Context: an optimization exercise on an open-source flow, tuned for small area and a short achievable clock period. The choices shown serve that exercise and are no tape-out recipe. RTL that was checked went through simulation tests only; none was proved equivalent to the original. The clock port is modelled as an ideal driver, which makes a skipped or thinned clock tree look cheaper than it is; a real chip needs a root buffer or a tree. Power and IR drop assume default switching activity.

==> module FLP_adder_7, before the edit <==
module FLP_adder_7(
    input  [31:0] A,
    input  [31:0] B,
    input         rst,
    input         clk,
    output [31:0] sum
);
    wire        gt = A[30:23] > B[30:23];
    wire [7:0]  d  = gt ? A[30:23] - B[30:23] : B[30:23] - A[30:23];
    reg [22:0] big1, sml1;
    reg [4:0]  sh1;
    reg        z1, sbig1, sub1;
    reg [7:0]  ec1;
    always @(posedge clk) begin
        big1  <= gt ? A[22:0] : B[22:0];
        sml1  <= gt ? B[22:0] : A[22:0];
        sh1   <= d[4:0];
        z1    <= d > 8'd23;
        sbig1 <= gt ? A[31] : B[31];
        sub1  <= A[31] ^ B[31];
        ec1   <= gt ? A[30:23] : B[30:23];
    end
    wire [23:0] shd = z1 ? 24'd0 : ({1'b1, sml1} >> sh1);
    reg [22:0] big2;
    reg [23:0] shd2;
    reg        sbig2, sub2;
    reg [7:0]  ec2;
    always @(posedge clk) begin
        big2  <= big1;
        shd2  <= shd;
        sbig2 <= sbig1;
        sub2  <= sub1;
        ec2   <= ec1;
    end
    wire [24:0] X = {2'b01, big2} + ({1'b0, shd2} ^ {25{sub2}}) + {24'd0, sub2};
    reg [24:0] X3;
    reg        sbig3, sub3;
    reg [7:0]  ec3;
    always @(posedge clk) begin
        X3    <= X;
        sbig3 <= sbig2;
        sub3  <= sub2;
        ec3   <= ec2;
    end
    wire        nz  = |X3[23:0];
    wire        sgn = sbig3 ? (sub3 ? (~X3[24] & nz) : ~(X3[24] & nz)) : X3[24];
    wire [23:0] C   = X3[24] ? (24'd0 - X3[23:0]) : X3[23:0];
    wire [22:0] M   = C[23] ? C[22:0] : {C[21:0], 1'b0};
    wire [7:0]  e   = C[23] ? ec3 : ec3 - 8'd1;
    reg [31:0] r4, r5, r6;
    always @(posedge clk) begin
        r4 <= {sgn, e, M};
        r5 <= r4;
        r6 <= r5;
    end
    assign sum = r6;
endmodule
Settings: LEC_CHECK=0, CAP_MARGIN=20, CORE_MARGIN=2, CORE_UTILIZATION=40, SETUP_SLACK_MARGIN=3.0, SLEW_MARGIN=20; clock period 5.0 ns.
run.sh (not shown) runs the stock make flow with config.mk's settings and CLKGATE_MAP_FILE= SYNTH_SCRIPT=/design/flow/synth_recipe.tcl, a recipe that flattens the netlist after the stock synthesis.
Edit:
==> flow/design.v (replaced) <==
module FLP_adder(
    input  [31:0] A,
    input  [31:0] B,
    output [31:0] sum
);
    wire        gt   = A[30:23] > B[30:23];
    wire [7:0]  d    = gt ? A[30:23] - B[30:23] : B[30:23] - A[30:23];
    wire [23:0] big  = gt ? {1'b1, A[22:0]} : {1'b1, B[22:0]};
    wire [23:0] sml  = gt ? {1'b1, B[22:0]} : {1'b1, A[22:0]};
    wire        sbig = gt ? A[31] : B[31];
    wire        sub  = A[31] ^ B[31];
    wire [7:0]  ec   = gt ? A[30:23] : B[30:23];
    wire [23:0] shd  = (d > 8'd23) ? 24'd0 : (sml >> d[4:0]);
    wire [24:0] X    = {1'b0, big} + ({1'b0, shd} ^ {25{sub}}) + {24'd0, sub};
    wire        nz   = |X[23:0];
    wire        sgn  = sbig ? (sub ? (~X[24] & nz) : ~(X[24] & nz)) : X[24];
    wire [23:0] C    = X[24] ? (24'd0 - X[23:0]) : X[23:0];
    wire [22:0] M    = C[23] ? C[22:0] : {C[21:0], 1'b0};
    wire [7:0]  e    = C[23] ? ec : ec - 8'd1;
    assign sum = {sgn, e, M};
endmodule
module FLP_adder_7(
    input  [31:0] A,
    input  [31:0] B,
    input         rst,
    input         clk,
    output [31:0] sum
);
    reg [31:0] a1, b1;
    always @(posedge clk) begin
        a1 <= A;
        b1 <= B;
    end
    wire        gt   = a1[30:23] > b1[30:23];
    wire [7:0]  d    = gt ? a1[30:23] - b1[30:23] : b1[30:23] - a1[30:23];
    wire [23:0] sml  = gt ? {1'b1, b1[22:0]} : {1'b1, a1[22:0]};
    wire [23:0] shd  = (d > 8'd23) ? 24'd0 : (sml >> d[4:0]);
    reg [22:0] big2;
    reg [23:0] shd2;
    reg        sbig2, sub2;
    reg [7:0]  ec2;
    always @(posedge clk) begin
        big2  <= gt ? a1[22:0] : b1[22:0];
        shd2  <= shd;
        sbig2 <= gt ? a1[31] : b1[31];
        sub2  <= a1[31] ^ b1[31];
        ec2   <= gt ? a1[30:23] : b1[30:23];
    end
    wire [24:0] X   = {2'b01, big2} + ({1'b0, shd2} ^ {25{sub2}}) + {24'd0, sub2};
    wire        nz  = |X[23:0];
    wire        sgn = sbig2 ? (sub2 ? (~X[24] & nz) : ~(X[24] & nz)) : X[24];
    wire [23:0] C   = X[24] ? (24'd0 - X[23:0]) : X[23:0];
    wire [22:0] M   = C[23] ? C[22:0] : {C[21:0], 1'b0};
    wire [7:0]  e   = C[23] ? ec2 : ec2 - 8'd1;
    reg [31:0] r3, r4, r5, r6;
    always @(posedge clk) begin
        r3 <= {sgn, e, M};
        r4 <= r3;
        r5 <= r4;
        r6 <= r5;
    end
    assign sum = r6;
endmodule
After rerunning: Synthesized area is higher by a few percent. First-iteration DRC count is higher by well over a third. Clock-buffer cell count is higher by 5. Global-route usage is higher by 1.8 points. Power is higher by a few percent. Die area is higher by a few percent. Wire length is higher by about a fifth. Final cell count is higher by a few percent. Setup slack gets worse by 1.3 ns. Via count is higher by roughly a tenth. Register-to-register slack gets worse by 1.3 ns. Combinational power is higher by a quarter to a third. Cell area is higher by a few percent. Critical path depth is higher by 6.
No run of this note included a check of the RTL's function; only the layout flow was run.

## 05-09
FLP_adder_7, a different RTL version from the one above (not shown whole).
Size in the first run: roughly 1,200 cells after synthesis, ~290 flip-flops, ~98 I/O pins, ~0.011 mm² of cells after synthesis.
==> module FLP_adder_7, before the edit <==
module FLP_adder_7(
    input  [31:0] A,
    input  [31:0] B,
    input         rst,
    input         clk,
    output [31:0] sum
);
    reg [31:0] a1, b1;
    reg        ge1, lt1;    
    always @(posedge clk) begin
        a1  <= A;
        b1  <= B;
        ge1 <= A[30:23] >= B[30:23];
        lt1 <= A[30:23] <  B[30:23];
    end
    wire [7:0] ebig = ge1 ? a1[30:23] : b1[30:23];
    wire [7:0] dab  = a1[30:23] - b1[30:23];
    wire [7:0] dba  = b1[30:23] - a1[30:23];
    wire [7:0] d    = ge1 ? dab : dba;
    wire [23:0] sml = lt1 ? {1'b1, a1[22:0]} : {1'b1, b1[22:0]};
    reg [22:0] big2;
    reg [23:0] sml2;
    reg [7:1]  d2;
    reg        sbig2, sub2;
    reg [7:0]  ec2;
    always @(posedge clk) begin
        big2  <= ge1 ? a1[22:0] : b1[22:0];
        sml2  <= sml >> d[0];
        d2    <= d[7:1];
        sbig2 <= ge1 ? a1[31] : b1[31];
        sub2  <= a1[31] ^ b1[31];
        ec2   <= ebig;
    end
    wire        z2  = (|d2[7:5]) | (d2[4] & d2[3]);
    wire [23:0] shd = z2 ? 24'd0 : (sml2 >> {d2[4:1], 1'b0});
    reg  [23:0] ax3, shd3;
    reg         sbig3, sub3;
    reg  [7:0]  ec3;
    always @(posedge clk) begin
        ax3   <= {~sub2, big2 ^ {23{sub2}}};
        shd3  <= shd;
        sbig3 <= sbig2;
        sub3  <= sub2;
        ec3   <= ec2;
    end
    wire [23:0] g3 = ax3 & shd3;
    wire [23:0] p3 = ax3 ^ shd3;
    wire [24:0] c;
    pfx_carry #(25) add (.g({1'b0, g3}), .p({sub3, p3}), .c(c));
    wire [24:0] X = {c[24], (p3 ^ {24{sub3}}) ^ c[23:0]};
    reg [24:0] X4;
    reg        sbig4, sub4;
    reg [7:0]  ec4;
    always @(posedge clk) begin
        X4    <= X;
        sbig4 <= sbig3;
        sub4  <= sub3;
        ec4   <= ec3;
    end
    wire [23:0] lo;       
    assign lo[0] = 1'b0;
    genvar i;
    generate
        for (i = 1; i < 24; i = i + 1) begin : orl
            assign lo[i] = |X4[i-1:0];
        end
    endgenerate
    wire        nz  = lo[23] | X4[23];
    wire        sgn = sbig4 ? (sub4 ? (~X4[24] & nz) : ~(X4[24] & nz)) : X4[24];
    wire [23:0] C   = X4[23:0] ^ (lo & {24{X4[24]}});
    reg        sgn5;
    reg [23:0] C5;
    reg        lz5;       
    reg [7:0]  ec5;
    always @(posedge clk) begin
        sgn5 <= sgn;
        C5   <= C;
        lz5  <= ~C[23];
        ec5  <= ec4;
    end
    wire [22:0] M = C5[23] ? C5[22:0] : {C5[21:0], 1'b0};
    wire [7:0]  e = lz5 ? ec5 - 8'd1 : ec5;
    reg [31:0] r6;
    always @(posedge clk) begin
        r6 <= {sgn5, e, M};
    end
    assign sum = r6;
endmodule
Settings: LEC_CHECK=0, ABC_AREA=1, CAP_MARGIN=20, CORE_MARGIN=2, CORE_UTILIZATION=40, SETUP_SLACK_MARGIN=3.31, SLEW_MARGIN=20, TNS_END_PERCENT=5; clock period 5.0 ns.
standard.sh (not shown) runs the stock make flow with config.mk's settings and CLKGATE_MAP_FILE= SYNTH_SCRIPT=/design/flow/synth_recipe.tcl, a recipe that flattens the netlist after the stock synthesis.
==> flow/flow/run.sh <==
#!/bin/bash
# Standard ORFS layout with smaller input-port buffers and a two-level
# clock tree (root buffers, leaf buffers, see clk_tree.tcl) without dummy
# loads. Each tool's output goes to its own log under
# orfs/logs; make's output goes to make.log.
set -euo pipefail
here=$(pwd)
bash standard.sh \
  POST_GLOBAL_PLACE_TCL="$here/flow/inbuf.tcl" \
  POST_CTS_TCL="$here/flow/clk_tree.tcl" \
  CTS_ARGS="-sink_clustering_enable -repair_clock_nets -dont_use_dummy_load -sink_clustering_size 24 -sink_clustering_max_diameter 100" \
  finish > make.log 2>&1
Other scripts of this flow, unchanged in this note and not shown: flow/flow/clk_tree.tcl, flow/flow/inbuf.tcl
> inputs changed (05-09 -> 08-17)
--- a/flow/design.v
+++ b/flow/design.v
@@ -109,18 +109,20 @@
     end
     wire        z2  = (|d2[7:5]) | (d2[4] & d2[3]);
     wire [23:0] shd = z2 ? 24'd0 : (sml2 >> {d2[4:1], 1'b0});
-    reg  [23:0] ax3, shd3;
+    reg  [22:0] ax3;
+    reg  [23:0] shd3;
     reg         sbig3, sub3;
     reg  [7:0]  ec3;
     always @(posedge clk) begin
-        ax3   <= {~sub2, big2 ^ {23{sub2}}};
+        ax3   <= big2 ^ {23{sub2}};
         shd3  <= shd;
         sbig3 <= sbig2;
         sub3  <= sub2;
         ec3   <= ec2;
     end
-    wire [23:0] g3 = ax3 & shd3;
-    wire [23:0] p3 = ax3 ^ shd3;
+    wire [23:0] a3 = {~sub3, ax3};    
+    wire [23:0] g3 = a3 & shd3;
+    wire [23:0] p3 = a3 ^ shd3;
     wire [24:0] c;
     pfx_carry #(25) add (.g({1'b0, g3}), .p({sub3, p3}), .c(c));
     wire [24:0] X = {c[24], (p3 ^ {24{sub3}}) ^ c[23:0]};
Results
08-17 vs 05-09, relative contribution of the clock network to total power went down by 0.2 points.
As far as power in sequential cells is concerned, 05-09 and 08-17 perform about the same.
Relative to 05-09, 08-17 improves cell area after technology mapping.
The clock latency of the later-clocked register in the worst-skew pair was comparable across 08-17 and 05-09.
Post-route core utilization (lower): 05-09
NOTE maximum frequency 05-09->08-17 decreased slightly
Summary — global-route usage, 08-17 relative to 05-09: higher, by 0.52 points.
The RTL of 08-17 was laid out without a check of its function.

==> afterwards: timing with drivers on the ports <==
Ports are ideal in the flow. The routed layouts listed here were re-timed in OpenROAD.
Step 1: set_driving_cell puts a clkbuf_16 on clk and a buf_2 on each other input, an assumption about the parent block.
Step 2 also shifts input and output timing later by t, the mid clock arrival at the registers, as if the neighbouring blocks saw the same clock.
Three values: ideal, step 1, step 2; two values: the first two.
run	shift t [ns]	setup WS [ns]	worst hold slack (ns)	worst setup path at the end
the first run of note 1	0.558	2.285 / 2.285 / 1.923	0.319 / 0.319 / 0.319	input to register
the second run of note 1	0.559	1.012 / 1.012 / 1.012	0.320 / 0.320 / 0.320	register to register
05-09	0.323	3.298 / 3.218 / 3.040	0.327 / 0.327 / 0.327	input to register
08-17	0.341	3.271 / 3.226 / 2.989	0.321 / 0.321 / 0.321	input to register
After both steps setup and hold are still met in every run listed. For the first run of note 1, which loses most, drivers alone change the setup slack by 0.000 ns; drivers and shift together by -0.362 ns.
